From an optimization exercise on the open Yosys and OpenROAD flow, aimed at small area and a short achievable clock period; shortcuts taken in it are not production practice.
No functional check of the RTL was part of any run shown here.
No activity file was given, so power comes from the tool's default toggle rates.

==> flow/design.v (outline; a module is shown in full before it is edited, if it fits) <==
// module alu_d: 3887 lines
module alu_d #(parameter N = 32)
(
  input clk, rst,
  input [1:0] inp_valid,
  input mode,
  input [3:0] cmd,
  input ce, cin,
  input [N-1:0] opa, opb,
  output reg err, g, l, e,
  output oflow, cout,
  output [(2*N-1):0] res
);
  // ...
==> flow/flow/run.sh <==
#!/bin/bash
# The standard layout, with the port buffers made of a plain buffer cell
# (buf_2) instead of the delay-cell buffers buffer_ports picks by default,
# and timing repair aimed at a larger setup slack.
set -o pipefail
export BUFFER_PORTS_ARGS="-buffer_cell sky130_fd_sc_hd__buf_2"
export SETUP_SLACK_MARGIN=6
bash standard.sh > standard.log 2>&1
==> flow/standard.sh <==
#!/bin/bash
# synth_recipe.tcl (not shown) runs the flow's synth.tcl, then flattens the netlist and writes it again
# the make line also repeats each setting of config.mk as NAME=value (left out here)
make -C /OpenROAD-flow-scripts/flow DESIGN_CONFIG=/design/flow/config.mk WORK_HOME=/design/flow/orfs CLKGATE_MAP_FILE= SYNTH_SCRIPT=/design/flow/synth_recipe.tcl "${@:-finish}"
==> flow/config.mk <==
export PLATFORM = sky130hd
export DESIGN_NAME = alu_d
export DESIGN_NICKNAME = alu_d
export VERILOG_FILES = /design/flow/design.v
export SDC_FILE = /design/flow/constraint.sdc
export NUM_CORES = 4
export LEC_CHECK = 0
export ABC_AREA = 1
export CAP_MARGIN = 20
export CORE_MARGIN = 2
export CORE_UTILIZATION = 40
export CTS_CLUSTER_DIAMETER = 60
export CTS_CLUSTER_SIZE = 10
export PLACE_DENSITY = 0.6
export SLEW_MARGIN = 20
==> flow/constraint.sdc <==
create_clock -name core_clock -period 11.0 [get_ports {clk}]
set_input_delay 2.2000 -clock core_clock [delete_from_list [all_inputs] [get_ports {clk}]]
set_output_delay 2.2000 -clock core_clock [all_outputs]
set_load 0.01 [all_outputs]
==> flow_summary.json, run 1 <==
{
  "status": "no timing/DRC/antenna violations",
  "max_cap_violations": 0,
  "worst-path-stages": 12,
  "synth_sequential_area_ratio": 0.148,
  "place_worst_setup_slack_ps": 4510,
  "synth_compound_gate_area_share": 0.136,
  "largest_register_ffs": 64,
  "cp.required_ps": 11440,
  "p_int_mw": 3.20,
  "sh_seq_area": 0.137,
  "tns_ps": 0,
  "tritoncts": "done",
  "synthTopCellsByCount": "645 x nand2_1, 584 x inv_1, 543 x o22ai_1",
  "floorplan.die.height_um": 305,
  "multi_input_area_um2": 27500,
  "worstPathBufferInverterCount": 4,
  "irDropWorstVdd_v": 0.000101,
  "finalHoldViolCount": 0,
  "largest_class": "multi-input gates",
  "rr_endpoint": "s_r[36]",
  "timing.clock.skew_ps": 22.6,
  "tap-cell-count": 1176,
  "coreArea_um2": 89900,
  "netSwitchingPower_mw": 2.82,
  "grt_antenna_before_repair": 1,
  "clk_buffers": 40,
  "worst_skew_late_latency_ps": 560,
  "tritoncts.num_buffers": 35,
  "synthesis.area_um2": 36200
}
==> run 2, diff against run 1 <==
--- a/flow/config.mk
+++ b/flow/config.mk
@@ -9,6 +9,7 @@
 export CAP_MARGIN = 20
 export CORE_MARGIN = 2
 export CORE_UTILIZATION = 40
+export CTS_BUF_LIST = sky130_fd_sc_hd__clkbuf_8
 export CTS_CLUSTER_DIAMETER = 60
 export CTS_CLUSTER_SIZE = 10
 export PLACE_DENSITY = 0.6
==> run 2 against run 1 <==
  * Critical path depth stayed put
  * Routed wire length increased by 0.25%
  * Sequential share of layout area rose by 0.084 points
  * Area after synthesis is the same
  * Sequential power is essentially flat
  * Worst setup slack got worse by 1.9 ps
  * Non-clock buffer count is 4 higher
  * Count of clock-buffer cells in the layout is 2 lower
  * Core utilization down 0.21 points
  * First-iteration DRC count shrank 2.4%
  * Critical endpoint is now s_r[34]
==> flow_summary.json, run 2 <==
{
  "status": "no timing/DRC/antenna violations",
  "layout-area-overhead-vs-synth_pct": 8.31,
  "multi_input_area_um2": 27700,
  "mostFrequentLayoutCells": "607 x nand2_1, 580 x inv_1, 543 x o22ai_1",
  "worst_skew_late_latency_ps": 630,
  "floorplan.die.height_um": 305,
  "finalHoldWorstSlack_ps": 405,
  "power_per_cell_area_nw_per_um2": 147,
  "fin_crit_sh": 0.448,
  "max-clock-path-buffers": 3,
  "reg2reg_from": "dneg[10]",
  "finish.net_count": 5203,
  "irDropWorstVdd_v": 0.0000883,
  "max_cap_violations": 0,
  "floorplan.die.width_um": 305,
  "ioPinCount": 145,
  "ys.flop_type": "dfxtp_1",
  "post_drt_via_cell_ratio": 5.89,
  "num_rows": 110,
  "tritoncts.num_buffers": 35,
  "drive_above_1_share": 0.110,
  "wl_per_cell_um": 25.9,
  "tritoncts": "done",
  "grt_setup_unrepaired": "yes",
  "tns_ps": 0,
  "fillCellCount": 9001,
  "setup.worst_path.class": "flip-flop to flip-flop",
  "synth_fa_ha_area_frac": 0.336,
  "max_freq_mhz": 203,
  "register_area_um2": 5390,
  "worst_hold_path_type": "flip-flop to flip-flop",
  "leakage_nw": 16.5,
  "synthTopCellsByCount": "645 x nand2_1, 584 x inv_1, 543 x o22ai_1",
  "worstPathMaxFanout": 15,
  "cp.required_ps": 11520,
  "largest_register_ffs": 64,
  "cts.clk_slew.worst_paths_ps": 70,
  "grt_pass1_wl_um": 215000,
  "synth_edf_count": 0,
  "synth_most_common_cell": "nand2_1",
  "total_setup_violations_reported_at_the_end_of_the_flow": 0,
  "synth_compound_gate_area_share": 0.136,
  "ys_top_cells_by_area": "fa_1 28%, dfxtp_1 15%, xor2_1 13%",
  "routed_wirelength_um": 146000,
  "grt_antenna_before_repair": 1,
  "detailedRoute.firstPassIterationCount": 8,
  "total_power_mw": 5.75,
  "initial_utilization": 0.403,
  "synth_fp_nets": 5225,
  "detail-route-antenna-nets": 0,
  "synthDominantAreaCellType": "fa_1",
  "finalHoldViolCount": 0,
  "synth_sequential_area_ratio": 0.148,
  "critPathLaunch": "dneg[10]",
  "ys_ff_latch": 268,
  "gr-total-overflow": 0,
  "timing.clock.skew_ps": 52.1,
  "muxShareOfSynthArea": 0,
  "largest_registers": "s_r: 64 flops, c_r: 63 flops, b_r: 33 flops",
  "worst_slew_pin_slew_ps": 1040,
  "end_kind": "flip-flop",
  "post_synth_num_cell_types": 46,
  "registers.top_by_ff_count": "s_r",
  "syn-instance-count": 4478,
  "synth-xor-area-share": 0.129,
  "gp_congestion": 0.999,
  "hold_path_startpoint": "sel_lo",
  "coreArea_um2": 89900,
  "netlist.area_leader.share": 0.277,
  "finalWorstPathRequiredPeriod_ps": 4930,
  "post-route-drc-count": 0,
  "drtIter0Drc": 4550,
  "most_common_cell_after_layout_fill_and_taps_aside": "nand2_1",
  "maxSlewViolCount": 0,
  "groute.usage.overall": 0.308,
  "root_buffer": "clkbuf_8",
  "cts.sink_count": 268,
  "total_number_of_vias": 33300,
  "setup.worst_path.start_class": "flip-flop",
  "ys_warn_count": 1,
  "worst_ep_arrival_time_ps": 5450,
  "synthesis.area_um2": 36200,
  "synth_area_per_cell_um2": 8.09,
  "htreeDepth": 2,
  "post-dp-hpwl_um": 102000,
  "grt_max_degree": 36,
  "number_of_global_route_vias_before_repair": 32700,
  "die_area_um2": 93000,
  "synth_async_sr_flop_share": 0,
  "max_slew_margin_vs_limit": 0.293,
  "synth-simple-area-share": 0.148,
  "place.port_buffers": 144,
  "main_combinational_cell_family_by_area_after_synthesis": "adder cells"
}
==> run 2: per-layer routing <==
| layer | routed length [um] | global-route usage |
|---|---|---|
| met4 | 8390 | 0.143 |
| met5 | 0 | 0 |
| met2 | 61200 | 0.457 |
| met3 | 19400 | 0.0995 |
| met1 | 57000 | 0.405 |
==> run 2: area by class of cell <==
type	count	share of cell area
flip-flops and latches	268	0.137
clock inverters	10	0.00182
multi-input cells	3247	0.706
diodes	4	0.000255
inverters	653	0.0637
well taps	1176	0.0375
clock buffers	38	0.0133
repair buffers	251	0.0402
==> run 2: worst max-delay path, stage by stage, from the launching register on <==
cell and delay (ps):
dfxtp_2 550, buf_4 310, inv_6 140, buf_8 220
xor2_1 200, fa_1 510, fa_1 560, fa_1 530
fa_1 450, fa_1 510, fa_1 510, inv_1 40
ha_1 270
==> run 2: cells by family (layout without fill, tap and decap cells) <==
kind of cell,after synthesis,in the layout
fa+ha+maj,672,672
simple gates,1251,1256
compound gates,786,786
buf+inv,968,952
flops,268,268
xor+xnor,533,533
other cells,0,4
==> run 2: stage by stage <==
stage	cells	util	instance area, um^2	setup slack (ps)
4_1_cts	5637	0.433	38900	6000
2_1_floorplan	4478	-	36200	6210
6_report	5647	0.437	39200	6070
3_3_place_gp	5574	0.421	37800	4590
3_5_place_dp	5574	0.421	37800	4510
5_1_grt	5644	0.436	39200	5990
==> run 2: report_power, final <==
| part | switching, mW | internal [mW] |
|---|---|---|
| combinational | 2.25 | 1.39 |
| sequential | 0.179 | 1.23 |
| clock | 0.386 | 0.319 |
| total | 2.81 | 2.94 |
==> run 2: worst paths after layout <==
path	endpoint	slack [ps]	cells after the start
max reg2reg	s_r[34]	6070	12
min reg2reg	o_lo	400	2
max	s_r[34]	6070	12
min	o_lo	400	2
==> run 2: what timing repair did <==
action / CTS / global route
pin swaps: 10 / 11
buffers inserted: 12 / 4
endpoints found under the hold margin: 0 / 0
hold buffers: 0 / 0
cloned: 3 / 2
gates resized for setup: 85 / 92
setup endpoints to repair: 115 / 82
==> run 3, diff against run 2 <==
--- a/flow/config.mk
+++ b/flow/config.mk
@@ -9,8 +9,7 @@
 export CAP_MARGIN = 20
 export CORE_MARGIN = 2
 export CORE_UTILIZATION = 40
-export CTS_BUF_LIST = sky130_fd_sc_hd__clkbuf_8
 export CTS_CLUSTER_DIAMETER = 60
 export CTS_CLUSTER_SIZE = 10
-export PLACE_DENSITY = 0.6
+export PLACE_DENSITY = 0.75
 export SLEW_MARGIN = 20
==> run 3 against run 2 <==
  * Via count is 2.6% higher
  * Still clean
  * Largest cell class unchanged
  * Routed wire length is 2.9% lower
  * Sequential share of layout area is 0.21 points lower
  * First-iteration DRC count is 6.7% higher
  * Register-to-register slack hardly changed
  * Critical path type is now flip-flop to output pin
==> flow_summary.json, run 3 <==
{
  "max_slew_margin_vs_limit": 0.307,
  "post-dp-hpwl_um": 99600,
  "max_cap_violations": 0,
  "wl_per_cell_um": 25.0,
  "floorplan.die.height_um": 305,
  "reg2reg_from": "dneg[0]",
  "fin_crit_sh": 0.448,
  "gr-total-overflow": 0,
  "total_number_of_vias": 34200,
  "synthTopCellsByCount": "645 x nand2_1, 584 x inv_1, 543 x o22ai_1",
  "timing.clock.skew_ps": 19.8,
  "gp_congestion": 1.01,
  "die_area_um2": 93000,
  "ys.flop_type": "dfxtp_1",
  "worst_skew_late_latency_ps": 610,
  "synth_fp_nets": 5225,
  "drive_above_1_share": 0.108,
  "mostFrequentLayoutCells": "611 x nand2_1, 579 x inv_1, 543 x o22ai_1",
  "cts_hold_repair.buffers": 0,
  "end_kind": "output pin",
  "synthDominantAreaCellType": "fa_1",
  "muxShareOfSynthArea": 0,
  "leakage_nw": 16.8,
  "largest_register_ffs": 64,
  "most_common_cell_after_layout_fill_and_taps_aside": "nand2_1",
  "fillCellCount": 8657,
  "synth_async_sr_flop_share": 0,
  "register_to_register_setup_slack_ps": 6080,
  "worstHoldPathCells": 2,
  "largest_registers": "s_r: 64 flops, c_r: 63 flops, b_r: 33 flops",
  "ioPinCount": 145,
  "root_buffer": "clkbuf_16",
  "max_freq_mhz": 203,
  "worstPathMaxFanout": 8,
  "synthesis.area_um2": 36200,
  "htreeDepth": 2,
  "cp.required_ps": 8800,
  "rr_endpoint": "s_r[27]",
  "synth_most_common_cell": "nand2_1",
  "synth-simple-area-share": 0.148,
  "place.port_buffers": 144,
  "synth_edf_count": 0,
  "worst_ep_arrival_time_ps": 2730,
  "syn-instance-count": 4478,
  "worstSetupEndpoint": "res[0]",
  "grt_setup_unrepaired": "yes",
  "drtIter0Drc": 4855,
  "grt_pass1_wl_um": 211000,
  "coreArea_um2": 89900,
  "synth_compound_gate_area_share": 0.136,
  "irDropWorstVdd_v": 0.000101,
  "cts.clk_slew.worst_paths_ps": 60,
  "layout-area-overhead-vs-synth_pct": 9.97,
  "finalHoldViolCount": 0,
  "setup.worst_path.class": "flip-flop to output pin",
  "reg2reg_depth": 11,
  "finish.net_count": 5220,
  "post_synth_num_cell_types": 46,
  "critPathLaunch": "s_r[25]",
  "synth_area_per_cell_um2": 8.09,
  "routed_wirelength_um": 142000,
  "setup.worst_path.start_class": "flip-flop",
  "post_drt_via_cell_ratio": 6.03,
  "ys_ff_latch": 268,
  "initial_utilization": 0.403,
  "status": "no timing/DRC/antenna violations",
  "netlist.area_leader.share": 0.277,
  "num_rows": 110,
  "finalWorstPathRequiredPeriod_ps": 4930,
  "maxSlewViolCount": 0,
  "power_per_cell_area_nw_per_um2": 157,
  "synth-xor-area-share": 0.129,
  "tritoncts.num_buffers": 39,
  "tritoncts": "done",
  "cts.sink_count": 268,
  "detail-route-antenna-nets": 0,
  "detailedRoute.firstPassIterationCount": 10,
  "number_of_global_route_vias_before_repair": 34000,
  "groute.usage.overall": 0.299,
  "ys_top_cells_by_area": "fa_1 28%, dfxtp_1 15%, xor2_1 13%",
  "floorplan.die.width_um": 305,
  "main_combinational_cell_family_by_area_after_synthesis": "adder cells",
  "worst_hold_path_type": "flip-flop to flip-flop",
  "registers.top_by_ff_count": "s_r",
  "worst_slew_pin_slew_ps": 1040,
  "max-clock-path-buffers": 3,
  "total_setup_violations_reported_at_the_end_of_the_flow": 0,
  "grt_antenna_before_repair": 2,
  "grt_max_degree": 36,
  "ys_warn_count": 1,
  "post-route-drc-count": 0,
  "synth_fa_ha_area_frac": 0.336,
  "total_power_mw": 6.27,
  "tns_ps": 0,
  "synth_sequential_area_ratio": 0.148
}
[run 3: cell types whose count changed in the layout (fill, tap and decap cells not counted), sizes merged]
cell	before	now
nand2	657	655
diode	4	1
clkbuf	38	45
clkinvlp	1	7
inv	627	614
buf	251	266
clkinv	35	45
[run 3: power by group]
group / switching [mW] / leakage (nW) / internal (mW) / total, mW
Clock: 0.507 / 0.576 / 0.680 / 1.19
Sequential: 0.178 / 2.22 / 1.23 / 1.41
Combinational: 2.28 / 14.0 / 1.40 / 3.68
[run 3: worst min-delay path by stage]
stage          startpoint  endpoint  slack [ps]
2_1_floorplan     a_r[31]    o_sova         330
3_5_place_dp      sel_sov     o_sov         390
6_report          sel_sov     o_sov         400
3_3_place_gp       sel_lo      o_lo         390
5_1_grt            sel_hi      o_hi         410
4_1_cts           sel_sov     o_sov         400
[run 3: repair_timing]
action	4_1_cts	5_1_grt
setup buffers	6	20
setup endpoints to repair	120	86
pin swaps	6	13
gates resized for setup	63	82
gates cloned	2	1
[run 3: cell families (layout without fill, tap and decap cells)]
logic type,count (synthesis),after routing
fa+ha+maj,672,672
other cells,0,1
buf+inv,968,977
xor+xnor,533,533
flops,268,268
compound gates,786,786
simple gates,1251,1254
[run 3: metrics by stage]
stage	cell area [um^2]	hold WS [ps]	cells	worst slack, ps	util
after detailed placement	37900	392	5579	4460	0.421
after CTS	39400	399	5645	5980	0.438
after floorplan	36200	329	4478	6210	-
final	39800	399	5667	6070	0.443
after global routing	39800	413	5666	5980	0.443
after global placement	37900	390	5579	4470	0.421
[run 3: worst max-delay path, stage by stage (launching register included)]
cell,delay (ps)
dfxtp_1,390
nand2_1,150
nor2_4,170
nand2_2,110
nor3_4,280
nand2_8,120
nand2_8,130
ha_4,240
buf_12,150
a22o_1,230
buf_2,150
[run 3: routing by layer]
metal,part of all wire,GRT usage,vias up
met5,0.00018,0.00103,-
met4,0.083,0.189,4
met3,0.14,0.107,810
met2,0.42,0.447,2727
met1,0.36,0.365,16000
li1,-,-,14600
[run 3: final cells by class]
cell class                 instances  area [um^2]  share of cell area
tap                             1176         1470              0.0369
clock buffer                      45         1040              0.0261
sequential                       268         5390               0.135
timing repair buffer             266         1680              0.0421
multi-input combinational       3245        27600               0.693
clock inverter                    13          158             0.00396
inverter                         653         2490              0.0626
antenna                            1         2.50           0.0000628

## separate check: timing with driven ports
How much do the figures lean on ideal ports? The routed layouts below were timed once more, with nothing changed but the port constraints. Step 1 sets driving cells, clkbuf_16 on the clock port and buf_2 on the other inputs (assumed; they add their load-dependent delay and slew). Step 2 adds t to the input delays and takes it off the output delays; t is the mean of the earliest and latest rising clock arrival at the registers after step 1. Input paths then give back, and output paths get back, about the clock's delay inside the block. Three values: ideal, step 1, step 2; two values: the first two.
run | t (ns) | slack for setup (ns) | pins driven straight from the clock port
run 1 | 0.623 | 6.071 / 6.002 / 5.633 | 1
run 2 | 0.671 | 6.070 / 6.018 / 5.672 | 1
run 3 | 0.655 | 6.068 / 6.009 / 5.721 | 1
After both steps setup and hold are still met in every run listed. For run 1, which loses most, drivers alone change the setup slack by -0.069 ns; drivers and shift together by -0.438 ns.
